Source: an optimization exercise on an open RTL-to-GDS flow (aim: small area, a short achievable clock period and few clock cycles). Production flows keep margins and buffers that such runs may drop.
Only simulation tests tie the RTL to the original design; equivalence was not proved.
Power is estimated from default activity; no workload was simulated.

==> v32: inputs <==
## mips_multi
module mips_multi(
	input clk, rst,
	output [29:0] mem_addr,
	output mem_we,
	output [31:0] mem_wdata,
	input [31:0] mem_rdata
    );
	reg  [29:0] fpc;             
	reg         d_v;             
	reg  [31:0] d_ir;            
	reg  [31:1] d_sa, d_sb;      
	reg         e_wr;            
	reg         e_lwwr;          
	reg         e_sw, e_beq;     
	reg         e_sub, e_add, e_and, e_or, e_nor, e_slt;
	reg  [31:0] e_a, e_b;
	reg  [31:0] e_x;             
	reg  [4:0]  e_rd;
	reg         e_bi0, e_bi1;    
	reg         m_v, m_sw;       
	reg  [29:0] ar;              
	reg         x_ld, x_we;      
	reg  [4:0]  x_rd;
	reg  [31:0] w_d;             
	reg  [31:0] rf [1:31];       
	reg  [31:1] rv;              
	wire        wr_en = x_ld | x_we;
	wire [31:0] wr_d  = x_ld ? mem_rdata : w_d;
	genvar g;
	generate
		for (g = 1; g < 32; g = g + 1) begin : regs
			wire we = wr_en & (x_rd == g);
			always @(posedge clk)
				if (we) rf[g] <= wr_d;
			always @(posedge clk or posedge rst)
				if (rst) rv[g] <= 1'b0;
				else if (we) rv[g] <= 1'b1;
		end
	endgenerate
	wire [5:0] op  = d_ir[31:26];
	wire [4:0] rs  = d_ir[25:21];
	wire [4:0] rt  = d_ir[20:16];
	wire [4:0] rd  = d_ir[15:11];
	wire [5:0] fn  = d_ir[5:0];
	wire d_r   = (op == 6'h00);
	wire d_lw  = (op == 6'h23);
	wire d_sw  = (op == 6'h2B);
	wire d_beq = (op == 6'h04);
	wire d_ub  = d_beq & (rs == rt);         
	wire f_sub = d_r & (fn == 6'h22);
	wire f_and = d_r & (fn == 6'h24);
	wire f_or  = d_r & (fn == 6'h25);
	wire f_nor = d_r & (fn == 6'h27);
	wire f_slt = d_r & (fn == 6'h2A);
	wire [4:0] d_dst = d_r ? rd : rt;
	wire d_use_rt = d_r | d_sw | d_beq;
	wire [29:0] d_bt = fpc + {{14{d_ir[15]}}, d_ir[15:0]};
	wire d_bi0 = (d_ir[15:0] == 16'd0);
	wire d_bi1 = (d_ir[15:0] == 16'd1);
  ...
Settings: LEC_CHECK=0, CAP_MARGIN=20, CORE_MARGIN=2, CORE_UTILIZATION=50, CTS_CLUSTER_DIAMETER=80, CTS_CLUSTER_SIZE=24, SLEW_MARGIN=20, TNS_END_PERCENT=100; clock period 8.5 ns.
standard.sh (not shown) runs the stock make flow with config.mk's settings and CLKGATE_MAP_FILE= SYNTH_SCRIPT=/design/flow/synth_recipe.tcl, a recipe that flattens the netlist after the stock synthesis.
==> flow/flow/run.sh <==
#!/bin/bash
set -euo pipefail
bash standard.sh SETUP_SLACK_MARGIN=5.4 finish > standard.log 2>&1
==> v25 (differences from v32) <==
==> flow/design.v (replaced) <==
`timescale 1ns / 1ps
`timescale 1ns / 1ps
`timescale 1ns / 1ps
`timescale 1ns / 1ps
`timescale 1ns / 1ps
`timescale 1ns / 1ps
module mips_multi(
	input clk, rst,
	output [29:0] mem_addr,
	output mem_we,
	output [31:0] mem_wdata,
	input [31:0] mem_rdata
    );
	reg  [29:0] fpc;             
	reg         d_v;             
	reg  [31:0] d_ir;            
	reg         e_wr;            
	reg         e_lwwr;          
	reg         e_sw, e_beq;     
	reg         e_sub, e_add, e_and, e_or, e_nor, e_slt;
	reg         e_mem;           
	reg  [31:0] e_a, e_b;
	reg  [15:0] e_imm;
	reg  [4:0]  e_rd;
	reg  [29:0] e_bt;            
	reg         e_bi0, e_bi1;    
	reg         m_v, m_sw;       
	reg  [29:0] m_addr;
	reg         x_ld, x_we;      
	reg  [4:0]  x_rd;
	reg  [31:0] w_d;             
	reg  [31:0] rf [1:31];       
	reg  [31:1] rv;              
	wire [31:0] rvz = {rv, 1'b0};
	wire        wr_en = x_ld | x_we;
	wire [31:0] wr_d  = x_ld ? mem_rdata : w_d;
	always @(posedge clk)
		if (wr_en) rf[x_rd] <= wr_d;
	always @(posedge clk or posedge rst)
		if (rst) rv <= 31'b0;
		else if (wr_en) rv[x_rd] <= 1'b1;
	wire [5:0] op  = d_ir[31:26];
	wire [4:0] rs  = d_ir[25:21];
	wire [4:0] rt  = d_ir[20:16];
	wire [4:0] rd  = d_ir[15:11];
	wire [5:0] fn  = d_ir[5:0];
	wire d_r   = (op == 6'h00);
	wire d_lw  = (op == 6'h23);
	wire d_sw  = (op == 6'h2B);
	wire d_beq = (op == 6'h04);
	wire d_ub  = d_beq & (rs == rt);         
	wire f_sub = d_r & (fn == 6'h22);
	wire f_and = d_r & (fn == 6'h24);
	wire f_or  = d_r & (fn == 6'h25);
	wire f_nor = d_r & (fn == 6'h27);
	wire f_slt = d_r & (fn == 6'h2A);
	wire [4:0] d_dst = d_r ? rd : rt;
	wire d_use_rt = d_r | d_sw | d_beq;
	wire [29:0] d_bt = fpc + {{14{d_ir[15]}}, d_ir[15:0]};
	wire d_bi0 = (d_ir[15:0] == 16'd0);
	wire d_bi1 = (d_ir[15:0] == 16'd1);
	wire [31:0] opb = e_mem ? {{16{e_imm[15]}}, e_imm} : e_b;
	wire [32:0] sum = {1'b0, e_a} + {1'b0, opb ^ {32{e_sub}}} + {32'b0, e_sub};
	wire [31:0] alu = ({32{e_add}} & sum[31:0])
	                | ({32{e_and}} & (e_a & e_b))
	                | ({32{e_or}}  & (e_a | e_b))
	                | ({32{e_nor}} & ~(e_a | e_b))
	                | {31'b0, e_slt & ~sum[32]};
	wire taken  = e_beq & (e_a == e_b);
	wire kill_d = taken & ~e_bi0;             
	wire e_redir = kill_d & ~(e_bi1 & d_v);   
	wire stall = d_v & e_lwwr & ~d_ub &
	             ((e_rd == rs) | (d_use_rt & (e_rd == rt)));
	wire d_redir = d_v & d_ub & ~d_bi0 & ~kill_d;
	wire fetch   = ~m_v & ~(d_v & stall);
	wire squash  = e_redir | d_redir;
	wire [29:0] fpc1 = fpc + 30'd1;
	wire f_j = (mem_rdata[31:26] == 6'h02);
	wire d_go = d_v & ~stall & ~kill_d & ~d_ub;    
	wire [31:0] rf_a = rvz[rs] ? rf[rs] : 32'b0;
	wire [31:0] rf_b = rvz[rt] ? rf[rt] : 32'b0;
	wire [31:0] va = (e_wr & (e_rd == rs)) ? alu :
	                 (wr_en & (x_rd == rs)) ? wr_d : rf_a;
	wire [31:0] vb = (e_wr & (e_rd == rt)) ? alu :
	                 (wr_en & (x_rd == rt)) ? wr_d : rf_b;
	assign mem_addr  = m_v ? m_addr : fpc;
	assign mem_we    = m_sw;
	assign mem_wdata = w_d;
	always @(posedge clk or posedge rst) begin
		if (rst) begin
			fpc <= 30'b0;
			d_v <= 1'b0;
			e_wr <= 1'b0; e_lwwr <= 1'b0; e_sw <= 1'b0; e_beq <= 1'b0;
			m_v <= 1'b0; m_sw <= 1'b0;
			x_ld <= 1'b0; x_we <= 1'b0;
		end else begin
			if (e_redir)       fpc <= e_bt;
			else if (d_redir)  fpc <= d_bt;
			else if (fetch)    fpc <= f_j ? {fpc1[29:26], mem_rdata[25:0]} : fpc1;
			if (!(d_v & stall & ~kill_d))
				d_v <= fetch & ~squash & ~f_j;
			e_wr   <= d_go & d_r & (rd != 5'd0);
			e_lwwr <= d_go & d_lw & (rt != 5'd0);
			e_sw   <= d_go & d_sw;
			e_beq  <= d_go & d_beq;
			m_v  <= e_lwwr | e_sw;
			m_sw <= e_sw;
			x_ld <= e_lwwr;
			x_we <= e_wr;
		end
	end
	always @(posedge clk) begin
		if (!(d_v & stall)) d_ir <= mem_rdata;
		e_a   <= va;
		e_b   <= vb;
		e_imm <= d_ir[15:0];
		e_rd  <= d_dst;
		e_bt  <= d_bt;
		e_bi0 <= d_bi0;
		e_bi1 <= d_bi1;
		e_mem <= d_lw | d_sw;
		e_sub <= f_sub | f_slt;
		e_add <= ~(f_and | f_or | f_nor | f_slt);
		e_and <= f_and;
		e_or  <= f_or;
		e_nor <= f_nor;
		e_slt <= f_slt;
		m_addr <= alu[31:2];
		x_rd  <= e_rd;
		w_d   <= e_sw ? e_b : alu;
	end
endmodule
==> flow/run.sh (new file) <==
#!/bin/bash
# synth_recipe.tcl (not shown) runs the flow's synth.tcl, then flattens the netlist and writes it again
# the make line also repeats each setting of config.mk as NAME=value (left out here)
make -C /OpenROAD-flow-scripts/flow DESIGN_CONFIG=/design/flow/config.mk WORK_HOME=/design/flow/orfs CLKGATE_MAP_FILE= SYNTH_SCRIPT=/design/flow/synth_recipe.tcl finish
- CORE_UTILIZATION: 50 -> 40
- CTS_CLUSTER_DIAMETER: 80 -> default
- CTS_CLUSTER_SIZE: 24 -> default
- TNS_END_PERCENT: 100 -> default
removed: flow/flow/run.sh
removed: flow/standard.sh
==> v9 (differences from v32) <==
--- a/flow/design.v
+++ b/flow/design.v
@@ -9,24 +9,24 @@
 	output [29:0] mem_addr,
 	output mem_we,
 	output [31:0] mem_wdata,
 	input [31:0] mem_rdata
     );
 	reg  [29:0] fpc;             
 	reg         d_v;             
 	reg  [31:0] d_ir;            
-	reg  [31:1] d_sa, d_sb;      
 	reg         e_wr;            
 	reg         e_lwwr;          
 	reg         e_sw, e_beq;     
 	reg         e_sub, e_add, e_and, e_or, e_nor, e_slt;
 	reg  [31:0] e_a, e_b;
-	reg  [31:0] e_x;             
+	reg  [31:0] e_sd;            
 	reg  [4:0]  e_rd;
+	reg  [29:0] e_bt;            
 	reg         e_bi0, e_bi1;    
 	reg         m_v, m_sw;       
 	reg  [29:0] ar;              
 	reg         x_ld, x_we;      
 	reg  [4:0]  x_rd;
 	reg  [31:0] w_d;             
 	reg  [31:0] rf [1:31];       
 	reg  [31:1] rv;              
@@ -94,29 +94,29 @@
 	wire e_redir = kill_d & ~(e_bi1 & d_v);   
 	wire stall = d_v & e_lwwr & ~d_ub &
 	             ((e_rd == rs) | (d_use_rt & (e_rd == rt)));
 	wire d_redir = d_v & d_ub & ~d_bi0 & ~kill_d;
 	wire fetch   = ~m_v & ~(d_v & stall);
 	wire squash  = e_redir | d_redir;
 	wire [29:0] fpc1 = fpc + 30'd1;
 	wire f_j = (mem_rdata[31:26] == 6'h02);
-	wire [29:0] fpc_n = e_redir ? e_x[29:0] :
+	wire [29:0] fpc_n = e_redir ? e_bt :
 	                    d_redir ? d_bt :
 	                    ~fetch  ? fpc :
 	                    f_j     ? {fpc1[29:26], mem_rdata[25:0]} : fpc1;
 	wire d_go = d_v & ~stall & ~kill_d & ~d_ub;    
 	reg  [31:0] rf_a, rf_b;
 	integer i;
 	always @* begin
 		rf_a = 32'b0;
 		rf_b = 32'b0;
 		for (i = 1; i < 32; i = i + 1) begin
-			rf_a = rf_a | ({32{rv[i] & d_sa[i]}} & rf[i]);
-			rf_b = rf_b | ({32{rv[i] & d_sb[i]}} & rf[i]);
+			rf_a = rf_a | ({32{rv[i] & (rs == i)}} & rf[i]);
+			rf_b = rf_b | ({32{rv[i] & (rt == i)}} & rf[i]);
 		end
 	end
 	wire [31:0] va = (e_wr & (e_rd == rs)) ? alu :
 	                 (wr_en & (x_rd == rs)) ? wr_d : rf_a;
 	wire [31:0] vb = (e_wr & (e_rd == rt)) ? alu :
 	                 (wr_en & (x_rd == rt)) ? wr_d : rf_b;
 	assign mem_addr  = ar;
 	assign mem_we    = m_sw;
@@ -140,31 +140,26 @@
 			e_beq  <= d_go & d_beq;
 			m_v  <= e_lwwr | e_sw;
 			m_sw <= e_sw;
 			x_ld <= e_lwwr;
 			x_we <= e_wr;
 		end
 	end
 	always @(posedge clk) begin
-		if (!(d_v & stall)) begin
-			d_ir <= mem_rdata;
-			for (i = 1; i < 32; i = i + 1) begin
-				d_sa[i] <= (mem_rdata[25:21] == i);
-				d_sb[i] <= (mem_rdata[20:16] == i);
-			end
-		end
+		if (!(d_v & stall)) d_ir <= mem_rdata;
 		e_a   <= va;
 		e_b   <= ((d_lw | d_sw) ? {{16{d_ir[15]}}, d_ir[15:0]} : vb) ^ {32{f_sub | f_slt}};
-		e_x   <= d_sw ? vb : {2'b0, d_bt};
+		e_sd  <= vb;
 		e_rd  <= d_dst;
+		e_bt  <= d_bt;
 		e_bi0 <= d_bi0;
 		e_bi1 <= d_bi1;
 		e_sub <= f_sub | f_slt;
 		e_add <= ~(f_and | f_or | f_nor | f_slt);
 		e_and <= f_and;
 		e_or  <= f_or;
 		e_nor <= f_nor;
 		e_slt <= f_slt;
 		x_rd  <= e_rd;
-		w_d   <= e_sw ? e_x : alu;
+		w_d   <= e_sw ? e_sd : alu;
 	end
 endmodule
==> flow/run.sh (new file) <==
#!/bin/bash
# synth_recipe.tcl (not shown) runs the flow's synth.tcl, then flattens the netlist and writes it again
# the make line also repeats each setting of config.mk as NAME=value (left out here)
make -C /OpenROAD-flow-scripts/flow DESIGN_CONFIG=/design/flow/config.mk WORK_HOME=/design/flow/orfs CLKGATE_MAP_FILE= SYNTH_SCRIPT=/design/flow/synth_recipe.tcl finish
- CORE_UTILIZATION: 50 -> 40
- SETUP_SLACK_MARGIN: default -> 5
removed: flow/flow/run.sh
removed: flow/standard.sh
==> summary.txt <==
quantity	v9	v25	v32
Run status	no timing/DRC/antenna violations	no timing/DRC/antenna violations	no timing/DRC/antenna violations
Worst hold margin	0.410 ns	0.402 ns	0.404 ns
Post-synthesis instance area	59300 µm²	63600 µm²	59900 µm²
Max Clock Skew	0.0357 ns	0.0340 ns	0.0470 ns
Post-Place Cells	6498	5994	6121
Power density of the placed cells	196 nW/µm²	224 nW/µm²	204 nW/µm²
GR met1 Demand/Resource	43.6%	33.2%	57.2%
Met2 demand-to-capacity share in global routing	53.0%	36.8%	65.5%
Full die area	151000 µm²	162000 µm²	122000 µm²
Number of global-route vias before repair	45793	38515	46856
Critical-path maximum fanout	19	21	33
Via density	7.44	6.15	7.89
Met3 layer usage reported by global route	14.9%	3.57%	21.1%
CTS Buf Count	67	141	71
Wire per inst	42.7 µm	30.4 µm	46.1 µm
Seq cells post-synth	1300	1295	1332
Detailed-route wire length on metal 1	94000 µm	80500 µm	95800 µm
Sequential power share	57.4%	47.5%	54.9%
Ys Warns	2	1	2
Unrepaired setup endpoints after global routing	yes	no	yes
# fillers	13262	13654	9444
Critical path origin	d_ir[19]$_DFFE_PN_	m_v$_DFF_PP0_	mem_rdata[6]
Share of the synthesized netlist area taken by xor and xnor gates	1.52%	1.89%	1.62%
Startpoint Class	flip-flop	flip-flop	input pin
Testbench counts of v32, summed over its fixed seeds: cycles 61,336.
Testbench counts of v25, summed over its fixed seeds: cycles 61,336.
Testbench counts of v9, summed over its fixed seeds: cycles 61,336.

## afterwards: timing with drivers on the ports
In the flow no input, the clock included, has a driving cell. The finished layouts below were timed again as built, in two steps.
Step 1, drivers: a clkbuf_16 drives clk and a buf_2 each remaining input, both assumed.
Step 2 also shifts input and output timing later by t, the mid clock arrival at the registers, as if the neighbouring blocks saw the same clock.
Slacks: no drivers / after step 1 / after step 2; pairs: no drivers / after step 1.
run | t, ns | slack for setup (ns) | latest minus earliest clock arrival (ns) | worst slew at a driven data input, ns | pins driven straight from the clock port
v32 | 0.768 | 5.220 / 5.238 / 4.507 | 0.047 / 0.047 | 0.08 | 1
v25 | 0.857 | 3.911 / 3.826 / 3.977 | 0.038 / 0.037 | 0.04 | 1
v9 | 0.773 | 4.840 / 4.840 / 4.252 | 0.036 / 0.036 | 0.14 | 1
After both steps every run listed still meets setup and hold. For v32, which loses most, drivers alone change the setup slack by +0.018 ns; drivers and shift together by -0.713 ns.
